Context: an optimization exercise on an open-source flow, tuned for a short achievable clock period and few clock cycles. The choices shown serve that exercise and are no tape-out recipe. Only simulation tests tie the RTL to the original design; equivalence was not proved. No activity file was given, so power comes from the tool's default toggle rates.

==> design/flow/design.v <==
module pg32 (
    input  [31:0] a,
    input  [31:0] b,
    output [31:0] p,
    output [31:0] g
);
    assign p = a ^ b;
    assign g = a & b;
endmodule
module ks32 (
    input  [31:0] p,
    input  [31:0] g,
    input         cin,
    output [31:0] s
);
    wire [31:0] G0, P0, G1, P1, G2, P2, G3, P3, G4, P4, G5;
    assign G0 = {g[31:1], g[0] | (p[0] & cin)};
    assign P0 = p;
    genvar i;
    generate
        for (i = 0; i < 32; i = i + 1) begin : lvl
            if (i >= 1)  begin : a1 assign G1[i] = G0[i] | (P0[i] & G0[i-1]);  assign P1[i] = P0[i] & P0[i-1];  end
            else         begin : b1 assign G1[i] = G0[i];                       assign P1[i] = P0[i];             end
            if (i >= 2)  begin : a2 assign G2[i] = G1[i] | (P1[i] & G1[i-2]);  assign P2[i] = P1[i] & P1[i-2];  end
            else         begin : b2 assign G2[i] = G1[i];                       assign P2[i] = P1[i];             end
            if (i >= 4)  begin : a3 assign G3[i] = G2[i] | (P2[i] & G2[i-4]);  assign P3[i] = P2[i] & P2[i-4];  end
            else         begin : b3 assign G3[i] = G2[i];                       assign P3[i] = P2[i];             end
            if (i >= 8)  begin : a4 assign G4[i] = G3[i] | (P3[i] & G3[i-8]);  assign P4[i] = P3[i] & P3[i-8];  end
            else         begin : b4 assign G4[i] = G3[i];                       assign P4[i] = P3[i];             end
            if (i >= 16) begin : a5 assign G5[i] = G4[i] | (P4[i] & G4[i-16]); end
            else         begin : b5 assign G5[i] = G4[i];                       end
        end
    endgenerate
    assign s = p ^ {G5[30:0], cin};
endmodule
module add32 (
    input  [31:0] a,
    input  [31:0] b,
    input         cin,
    output [31:0] s
);
    wire [31:0] p, g;
    pg32 PG (.a(a), .b(b), .p(p), .g(g));
    ks32 KS (.p(p), .g(g), .cin(cin), .s(s));
endmodule
module pg12 (
    input  [11:0] a,
    input  [11:0] b,
    output [11:0] p,
    output [11:0] g
);
    assign p = a ^ b;
    assign g = a & b;
endmodule
module ks12 (
    input  [11:0] p,
    input  [11:0] g,
    output [12:0] s
);
    wire [11:0] G1, P1, G2, P2, G3, P3, G4;
    genvar i;
    generate
        for (i = 0; i < 12; i = i + 1) begin : lvl
            if (i >= 1) begin : a1 assign G1[i] = g[i] | (p[i] & g[i-1]);    assign P1[i] = p[i] & p[i-1];   end
            else        begin : b1 assign G1[i] = g[i];                      assign P1[i] = p[i];            end
            if (i >= 2) begin : a2 assign G2[i] = G1[i] | (P1[i] & G1[i-2]); assign P2[i] = P1[i] & P1[i-2]; end
            else        begin : b2 assign G2[i] = G1[i];                     assign P2[i] = P1[i];           end
            if (i >= 4) begin : a3 assign G3[i] = G2[i] | (P2[i] & G2[i-4]); assign P3[i] = P2[i] & P2[i-4]; end
            else        begin : b3 assign G3[i] = G2[i];                     assign P3[i] = P2[i];           end
            if (i >= 8) begin : a4 assign G4[i] = G3[i] | (P3[i] & G3[i-8]); end
            else        begin : b4 assign G4[i] = G3[i];                     end
        end
    endgenerate
    assign s = {G4[11], p ^ {G4[10:0], 1'b0}};
endmodule
module add12 (
    input  [11:0] a,
    input  [11:0] b,
    output [12:0] s
);
    wire [11:0] p, g;
    pg12 PG (.a(a), .b(b), .p(p), .g(g));
    ks12 KS (.p(p), .g(g), .s(s));
endmodule
module sel20 (
    input  [19:0] a,
    input  [19:0] b,
    input         s,
    output [19:0] q
);
    assign q = s ? a : b;
endmodule
module sel32 (
    input  [31:0] a,
    input  [31:0] b,
    input         s,
    output [31:0] q
);
    assign q = s ? a : b;
endmodule
module eq32 (
    input  [31:0] a,
    input  [31:0] b,
    output        eq
);
    assign eq = (a == b);
endmodule
module alu_pg (
    input  [31:0] a,
    input  [31:0] b,
    output [31:0] p,
    output [31:0] g
);
    assign p = a ^ b;
    assign g = a & b;
endmodule
module alu_eq (
    input  [2:0]  op,        
    input  [31:0] p,
    input  [31:0] g,
    input  [31:0] c,
    output        eq
);
    wire [31:0] k  = p ^ c;
    wire [31:0] co = g | (p & ~c);
    wire        eq_arith = (k == {co[30:0], op == 3'd1});
    assign eq = (op == 3'd2) ? (g == c) :
                (op == 3'd3) ? ((p | g) == c) :
                (op == 3'd4) ? (p == c) : eq_arith;
endmodule
module rf_read (
    input  [991:0] r,
    input  [4:0]   sel,
    output [31:0]  q
);
    wire [1023:0] all = {r, 32'd0};
    assign q = all[sel*32 +: 32];
endmodule
module riscv_pipeline(
    input               clock,
    input               reset,
    output      [31:0]  imem_addr,
    input       [31:0]  imem_rdata,
    output      [31:0]  dmem_addr,
    output      [31:0]  dmem_wdata,
    output              dmem_we,
    input       [31:0]  dmem_rdata
    );
    localparam [6:0] OP_R  = 7'b0110011,
                     OP_LW = 7'b0000011,
                     OP_SW = 7'b0100011,
                     OP_BR = 7'b1100011;
    localparam [2:0] ALU_ADD = 3'd0,
                     ALU_SUB = 3'd1,
                     ALU_AND = 3'd2,
                     ALU_OR  = 3'd3,
                     ALU_XOR = 3'd4;
    function automatic [31:0] pick(input s, input [31:0] a, input [31:0] b);
        pick = ({32{s}} & a) | ({32{~s}} & b);
    endfunction
    reg  [31:0] fpc;                  
    reg         d_valid;
    reg  [31:0] d_ir;
    reg  [31:0] d_rf1, d_rf2;         
    reg         d_is_lw, d_is_sw;
    reg         d_brl;                
    reg         d_we;                 
    reg  [31:0] d_imm_m;              
    reg  [31:0] d_target;             
    reg  [2:0]  d_aluop;
    reg         d_dep1, d_dep2;       
    reg         d_byp1, d_byp2;       
    reg         d_pby1, d_pby2;       
    reg         x_valid;
    reg         x_we;                 
    reg  [4:0]  x_rd;
    reg         x_lw;
    reg  [2:0]  x_aluop;
    reg         x_sub, x_arith;       
    reg  [2:0]  x_lop;                
    reg  [31:0] x_a;
    reg  [31:0] x_b;                  
    reg         w_we;
    reg  [4:0]  w_rd;
    reg  [31:0] w_res;
    reg  [31:0] w_wd;                 
    reg         p_we;                 
    reg  [4:0]  p_rd;
    reg  [31:0] p_res;
    reg  [31:0] m_addr;
    reg  [31:0] m_wdata;
    reg         m_we;
    reg  [31:0] rf [1:31];
    assign imem_addr  = fpc;
    assign dmem_addr  = m_addr;
    assign dmem_wdata = m_wdata;
    assign dmem_we    = m_we;
    always @(posedge clock) begin
        if (w_we)
            rf[w_rd] <= w_wd;
    end
    wire [31:0] x_p, x_g;
    alu_pg ALU_PG (.a(x_a), .b(x_b), .p(x_p), .g(x_g));
    wire [31:0] x_sum;
    add32 ALU_ADD_SUB (.a(x_a), .b(x_b), .cin(x_sub), .s(x_sum));
    wire [31:0] x_logic = ({32{x_lop[0]}} & x_g) | ({32{x_lop[1]}} & (x_p | x_g)) |
                          ({32{x_lop[2]}} & x_p);
    wire [31:0] alu   = x_arith ? x_sum : x_logic;
    wire [31:0] x_res = x_lw ? dmem_rdata : alu;
    wire [4:0] d_rd  = d_ir[11:7];
    wire [4:0] d_rs1 = d_ir[19:15];
    wire [4:0] d_rs2 = d_ir[24:20];
    wire [31:0] v1 = d_byp1 ? w_res : d_pby1 ? p_res : d_rf1;
    wire [31:0] v2 = d_byp2 ? w_res : d_pby2 ? p_res : d_rf2;
    wire [31:0] csa_s = x_arith ? (x_p ^ d_imm_m) : (x_logic ^ d_imm_m);
    wire [31:0] csa_c = x_arith ? (x_g | (x_p & d_imm_m)) : (x_logic & d_imm_m);
    wire [31:0] addr_alu, addr_rf;
    add32 AGU_X  (.a(csa_s), .b({csa_c[30:0], 1'b0}), .cin(x_sub), .s(addr_alu));
    add32 AGU_RF (.a(v1), .b(d_imm_m), .cin(1'b0), .s(addr_rf));
    wire [31:0] d_addr = pick(d_dep1, addr_alu, addr_rf);
    wire [31:0] d_other = d_dep1 ? v2 : v1;
    wire eq_rf, eq_alu;
    eq32   CMP_RF  (.a(v1), .b(v2), .eq(eq_rf));
    alu_eq CMP_ALU (.op(x_aluop), .p(x_p), .g(x_g), .c(d_other), .eq(eq_alu));
    wire d_eq = (d_dep1 | d_dep2) ? eq_alu : eq_rf;
    wire d_stall = d_valid & x_lw & (((d_is_lw | d_is_sw) & d_dep1) |
                                     (d_brl & (d_dep1 | d_dep2)));
    wire d_go = d_valid & ~d_stall;
    wire d_redirect = d_go & d_brl & d_eq;
    wire [31:0] st_data = d_dep2 ? x_res : v2;
    wire [6:0] f_op  = imem_rdata[6:0];
    wire [4:0] f_rd  = imem_rdata[11:7];
    wire f_is_r  = f_op == OP_R;
    wire f_is_lw = f_op == OP_LW;
    wire f_is_sw = f_op == OP_SW;
    wire f_is_br = f_op == OP_BR;
    wire f_same  = f_is_br & (imem_rdata[19:15] == imem_rdata[24:20]);
    wire f_brl   = f_is_br & (imem_rdata[19:15] != imem_rdata[24:20]);
    wire f_we    = (f_is_r | f_is_lw) & (f_rd != 5'd0);
    wire [11:0] f_imm_s = {imem_rdata[31:25], imem_rdata[11:7]};
    wire [31:0] f_imm_m = f_is_sw ? {{20{imem_rdata[31]}}, f_imm_s}
                                  : {{20{imem_rdata[31]}}, imem_rdata[31:20]};
    reg  [2:0] f_aluop;
    always @(*) begin
        case (imem_rdata[14:12])
            3'b111:  f_aluop = ALU_AND;
            3'b110:  f_aluop = ALU_OR;
            3'b100:  f_aluop = ALU_XOR;
            default: f_aluop = imem_rdata[30] ? ALU_SUB : ALU_ADD;
        endcase
    end
    wire [12:0] f_lo;
    add12 F_TARGET (.a(fpc[11:0]), .b(f_imm_s), .s(f_lo));
    wire [19:0] f_hi   = fpc[31:12];
    wire [19:0] f_hi_p = fpc[31:12] + 20'd1;
    wire [19:0] f_hi_m = fpc[31:12] - 20'd1;
    wire [19:0] f_hi_c  = f_imm_s[11] ? f_hi   : f_hi_p;
    wire [19:0] f_hi_nc = f_imm_s[11] ? f_hi_m : f_hi;
    wire [19:0] f_hi_t;
    sel20 F_TARGET_HI (.a(f_hi_c), .b(f_hi_nc), .s(f_lo[12]), .q(f_hi_t));
    wire [31:0] f_target = {f_hi_t, f_lo[11:0]};
    wire [31:0] f_inc    = fpc + 32'd1;
    wire [31:0] f_other  = d_stall ? fpc : f_inc;
    wire        f_take   = f_same & ~d_stall;
    wire [31:0] f_seq, f_next;
    sel32 F_SEQ  (.a(f_target), .b(f_other), .s(f_take), .q(f_seq));
    sel32 F_NEXT (.a(d_target & ~{32{reset}}), .b(f_seq), .s(d_redirect | reset), .q(f_next));
    wire [4:0] n_rs1 = d_stall ? d_rs1 : imem_rdata[19:15];
    wire [4:0] n_rs2 = d_stall ? d_rs2 : imem_rdata[24:20];
    wire [31:0] f_rf1, f_rf2;
    wire [991:0] rf_flat;
    genvar gi;
    generate
        for (gi = 1; gi < 32; gi = gi + 1) begin : flat
            assign rf_flat[32*gi-1 -: 32] = rf[gi];
        end
    endgenerate
    rf_read RD1 (.r(rf_flat), .sel(imem_rdata[19:15]), .q(f_rf1));
    rf_read RD2 (.r(rf_flat), .sel(imem_rdata[24:20]), .q(f_rf2));
    wire       n_xwe = d_go & d_we;
    wire       n_wwe = x_valid & x_we;
    always @(posedge clock) begin
        fpc <= f_next;
        if (reset) begin
            d_valid <= 1'b0;
            d_dep1  <= 1'b0;
            d_dep2  <= 1'b0;
            d_byp1  <= 1'b0;
            d_byp2  <= 1'b0;
            d_pby1  <= 1'b0;
            d_pby2  <= 1'b0;
            x_valid <= 1'b0;
            x_we    <= 1'b0;
            x_lw    <= 1'b0;
            w_we    <= 1'b0;
            p_we    <= 1'b0;
            m_we    <= 1'b0;
        end else begin
            if (!d_stall)
                d_valid <= ~d_redirect;
            d_dep1  <= n_xwe & (d_rd == n_rs1);
            d_dep2  <= n_xwe & (d_rd == n_rs2);
            d_byp1  <= n_wwe & (x_rd == n_rs1);
            d_byp2  <= n_wwe & (x_rd == n_rs2);
            d_pby1  <= w_we & (w_rd == n_rs1);
            d_pby2  <= w_we & (w_rd == n_rs2);
            x_valid <= d_go;
            x_we    <= n_xwe;
            x_lw    <= d_go & d_is_lw;
            m_we    <= d_go & d_is_sw;
            w_we    <= n_wwe;
            p_we    <= w_we;
        end
    end
    always @(posedge clock) begin
        if (!d_stall) begin
            d_ir     <= imem_rdata;
            d_is_lw  <= f_is_lw;
            d_is_sw  <= f_is_sw;
            d_brl    <= f_brl;
            d_we     <= f_we;
            d_imm_m  <= f_imm_m;
            d_target <= f_target;
            d_aluop  <= f_aluop;
        end
        d_rf1    <= d_stall ? v1 : f_rf1;
        d_rf2    <= d_stall ? v2 : f_rf2;
        x_rd     <= d_rd;
        x_aluop  <= d_aluop;
        x_sub    <= d_aluop == ALU_SUB;
        x_arith  <= (d_aluop == ALU_ADD) | (d_aluop == ALU_SUB);
        x_lop    <= {d_aluop == ALU_XOR, d_aluop == ALU_OR, d_aluop == ALU_AND};
        x_a      <= d_dep1 ? x_res : v1;
        x_b      <= (d_dep2 ? x_res : v2) ^ {32{d_aluop == ALU_SUB}};
        m_addr   <= d_addr;
        m_wdata  <= st_data;
        w_rd     <= x_rd;
        w_res    <= x_res;
        if (n_wwe)
            w_wd <= x_res;
        p_rd     <= w_rd;
        p_res    <= w_res;
    end
endmodule
==> design/flow/flow/run.sh <==
#!/bin/bash
# Layout: the standard flow (standard.sh, standard synthesis unchanged),
# with a timing-repair target well below the 12 ns clock, so that the repair
# works on every path and not only on ones that fail 12 ns; repairs may use
# any cell footprint, and the port buffers are strong buffers rather than the
# default delay cell. Everything else is the standard flow.
set -uo pipefail
bash standard.sh \
    SETUP_SLACK_MARGIN=8.5 \
    MATCH_CELL_FOOTPRINT=0 \
    'BUFFER_PORTS_ARGS=-buffer_cell sky130_fd_sc_hd__buf_8' \
    finish > standard_flow.log 2>&1
status=$?
cp -f orfs/logs/*/*/*/*.log . 2>/dev/null || true
exit $status
==> design/flow/standard.sh <==
#!/bin/bash
# synth_recipe.tcl (not shown) runs the flow's synth.tcl, then flattens the netlist and writes it again
# the make line also repeats each setting of config.mk as NAME=value (left out here)
make -C /OpenROAD-flow-scripts/flow DESIGN_CONFIG=/design/flow/config.mk WORK_HOME=/design/flow/orfs CLKGATE_MAP_FILE= SYNTH_SCRIPT=/design/flow/synth_recipe.tcl "${@:-finish}"
==> design/flow/config.mk <==
export PLATFORM = sky130hd
export DESIGN_NAME = riscv_pipeline
export DESIGN_NICKNAME = riscv_pipeline
export VERILOG_FILES = /design/flow/design.v
export SDC_FILE = /design/flow/constraint.sdc
export NUM_CORES = 4
export LEC_CHECK = 0
export CAP_MARGIN = 40
export CORE_MARGIN = 2
export CORE_UTILIZATION = 50
export SLEW_MARGIN = 40
export SYNTH_HIERARCHICAL = 1
export SYNTH_MINIMUM_KEEP_SIZE = 0
==> design/flow/constraint.sdc <==
create_clock -name core_clock -period 12.0 [get_ports {clock}]
set_input_delay 2.4000 -clock core_clock [delete_from_list [all_inputs] [get_ports {clock}]]
set_output_delay 2.4000 -clock core_clock [all_outputs]
set_load 0.01 [all_outputs]
==> impl_metrics.tcl <==
set metrics [dict create \
    cts_tree "done" \
    relSlewSlack_pct 26.34 \
    ioPinCount 163 \
    irDropWorstVdd_mv 0.1170 \
    yosys.area.top_type "edfxtp_1" \
    outcome "complete, no violations" \
    drtIter0Drc 5908 \
    finalCritPeriodShare_pct 33.36 \
    overflow 0 \
    worst_pin_slew_ns 1.105 \
    synth_top_cell_area_share_pct 44.07 \
    synth_edf_count 1090 \
    worstSetupPathType "reg -> reg" \
    p_per_area_nw_per_um2 158.2 \
    die_y_um 389.4 \
    grt_util_all_layers_pct 33.54 \
    grt_antenna_before_repair 2 \
    wl_per_cell_um 32.42 \
    area_growth_pct 24.11 \
    syn_inst 5572 \
    min_period_ns 4.003 \
    wirelength_um 261400 \
    rows 141 \
    cpLargestDelayFamily "compound AO/OA/AOI/OAI gates" \
    cpPeakStageDelay_ns 0.51 \
    drive_gt1_share_pct 33.95 \
    yosysWarnings 7 \
    worst-path-buf-inv 4 \
    nFillCells 11143 \
    setup_tns_ns 0 \
    maxCapViolCount 0 \
    synth_area_leaders "edfxtp_1 (44%), mux4_2 (12%), dfxtp_1 (8.6%), mux2i_1 (3.9%), ha_1 (3.0%)" \
    final_util_pct 62.42 \
    holdCritPathClass "reg -> reg" \
    end_kind "flop" \
    path_cells "buf_12 -> mux2i_1 -> o21ai_2 -> nand2_1 -> o21ai_2 -> inv_2 -> xnor2_4 -> o311ai_4 -> or4_1 -> o31a_1 -> o211ai_2 -> nand2b_1 -> o21ai_4 -> a31oi_4 -> buf_12 -> clkinv_8 -> mux2_4" \
    multiInputGateArea_sq_um 36170 \
    synth.distinct_cells 97 \
    insertion_delay_ns 0.83 \
    hold_buffers 0 \
    setup-violations-final 0 \
    core_sq_um 147700 \
    grt_pass1_wl_um 366200 \
    mappedNetlistArea_sq_um 74270 \
    clockRootBuffer "clkbuf_16" \
    crit_arrival_ns 4.69 \
    cp_max_fo 8 \
    vias_per_cell 6.580 \
    hold_viol 0 \
    yosys_register_bits 1408 \
    start_util_pct 50.29 \
    ff_latch_area_sq_um 39340 \
    fin_skew_ns 0.05241 \
    syn_area_per_cell_sq_um 13.33 \
    nNetsFinal 6251 \
    io_buffers 162 \
    final_cell_mix "edfxtp_1 (1090), mux4_2 (384), mux2i_1 (285)" \
    cts.sinks 1408 \
    gp_congestion 1.004 \
    async_flop_share_pct 0 \
    cpMaxStageDelayCell "or4_1" \
    h-tree-depth 4 \
    fmax_ghz 0.2498 \
    postRouteAntennaNets 0 \
    clk_pin_slew_ns 0.06 \
    drc_errors 0 \
    numCtsBuffers 154 \
    slew_viol_final 0 \
    die-area_sq_um 151600 \
    via_count 53061 \
    cts.path.max_buffers 3 \
    hpwlAfterDp_um 149400 \
    power_leakage_nw 33.46 \
    hold_slack_ns 0.3519 \
    rsz0062_at_grt "yes" \
    setup_slack_ns 7.997 \
    grt_pass1_vias 51590 \
    required_ns 12.69 \
    pre_cts_slack_ns 6.082 \
    final_common_cell "edfxtp_1" \
    synth_top_flop_cell "edfxtp_1" \
    finalPower_w 0.01458 \
    worst_setup_path_start_kind "flop" \
    grt_max_degree 73 \
    dr.pass1.iters 6 \
    die_w_um 389.4 \
    yosysSeqAreaShare_pct 52.65 \
]
## modules after synthesis, one instance, submodules excluded, excerpt
module / flops+latches / cells / area (sq um) / copies in the design
riscv_pipeline: 1408 / 2960 / 48280 / 1
rf_read: 0 / 688 / 8127 / 2
alu_eq: 0 / 274 / 1916 / 1
ks32: 0 / 207 / 1296 / 3
sel32: 0 / 36 / 544.3 / 2
ks12: 0 / 64 / 415.4 / 1
alu_pg: 0 / 32 / 400.4 / 1
pg32: 0 / 32 / 400.4 / 3
eq32: 0 / 43 / 346.6 / 1
sel20: 0 / 22 / 322.8 / 1
pg12: 0 / 12 / 150.1 / 1
## final timing paths
| kind | start | end | slack [ns] | depth (start not counted) |
|---|---|---|---|---|
| worst max-delay path | d_pby2 | fpc[4] | 8.00 | 17 |
| worst min-delay path | w_res[20] | p_res[20] | 0.35 | 0 |
| worst max register to register | d_pby2 | fpc[4] | 8.00 | 17 |
| worst min register to register | w_res[20] | p_res[20] | 0.35 | 0 |
## sequential cells by signal (all words and copies together), names as in the netlist, 3 cells and up
name,cells
d_imm_m,12
w_res,32
x_lop,3
x_a,32
fpc,32
x_aluop,3
m_addr,32
x_b,32
d_target,32
rf,992
d_rf2,32
d_rf1,32
d_ir,15
d_aluop,3
m_wdata,32
w_wd,32
x_rd,5
p_res,32
w_rd,5
## area by class of cell
cell class / count / area share [%]
clock buffer: 205 / 4.535
inverter: 150 / 0.6475
antenna: 1 / 0.002715
tap: 1930 / 2.620
clock inverter: 80 / 0.9014
sequential: 1408 / 42.68
timing repair buffer: 641 / 9.293
timing repair inverter: 3 / 0.07195
multi-input combinational: 3646 / 39.25
## logic make-up (layout without fill, tap and decap cells)
logic type / after synthesis / count (layout) / synth area share (%)
buf+inv: 519 / 1079 / 3.366
xor+xnor: 325 / 325 / 3.833
other cells: 1 / 3 / 0.005049
flops: 1408 / 1408 / 52.65
fa+ha+maj: 181 / 181 / 3.049
mux: 862 / 862 / 18.86
compound gates: 1282 / 1282 / 11.61
simple gates: 994 / 994 / 6.631
## power breakdown
part           internal [W]  total [W]  switching [W]
combinational       0.00188    0.00409        0.00221
clock               0.00274    0.00477        0.00202
sequential          0.00553    0.00572       0.000195
total                0.0101     0.0146        0.00443
## through the flow
stage	instances	instance area, sq um
3_5_place_dp	7432	79060
5_1_grt	8064	92170
2_1_floorplan	5573	74840
4_1_cts	7948	89890
3_3_place_gp	7394	78570
6_report	8064	92170
## layer usage
| metal | up-vias | global-route usage, % | part of all wire (%) |
|---|---|---|---|
| met5 | - | 0 | 0.0050 |
| met4 | 2 | 12.95 | 4.2 |
| met3 | 554 | 5.445 | 8.5 |
| met2 | 2822 | 55.30 | 48 |
| met1 | 27039 | 44.61 | 39 |
| li1 | 22644 | - | - |
## timing repair
action / in CTS / in global routing
pin swaps: 122 / 131
setup endpoints to repair: 346 / 279
gates resized for setup: 791 / 246
cloned: 75 / 14
setup buffers: 156 / 101
## Yosys cell counts, types with 44 or more instances
cell type,number
a211oi_1,79
a21o_1,96
a21oi_1,258
a22o_1,207
a22oi_1,48
and2_1,74
buf_2,68
clkbuf_1,199
dfxtp_1,318
edfxtp_1,1090
ha_1,181
inv_1,150
mux2_2,106
mux2_4,80
mux2i_1,289
mux4_2,384
nand2_1,294
nand3_1,85
nand4_1,48
nor2_1,237
nor2b_1,64
nor3_1,49
o21a_1,44
o21ai_0,204
o21ai_1,72
o22ai_1,69
o31ai_1,71
xnor2_1,151
xor2_1,174
Testbench counts, summed over its fixed seeds: cycles 26,076.

static timing again, ports no longer ideal:
How much do the figures lean on ideal ports? The routed layout below was timed once more, with nothing changed but the port constraints. Step 1: set_driving_cell puts a clkbuf_16 on clock and a buf_2 on each other input, an assumption about the parent block. Step 2, shift: input delay + t, output delay - t, t = (earliest + latest rising clock arrival at the registers) / 2. This alone moves slack from input paths to output paths. Three values: no drivers, after step 1, after step 2; two values: the first two.
t (ns): 0.881
slack for setup (ns): 7.997 / 7.997 / 7.168
worst setup path at the end: input to register
worst register clock-pin slew, ns: 0.07 / 0.07
After both steps this run still meets setup and hold. The setup slack of this run moves by 0.000 ns with the drivers and by -0.829 ns with both steps.
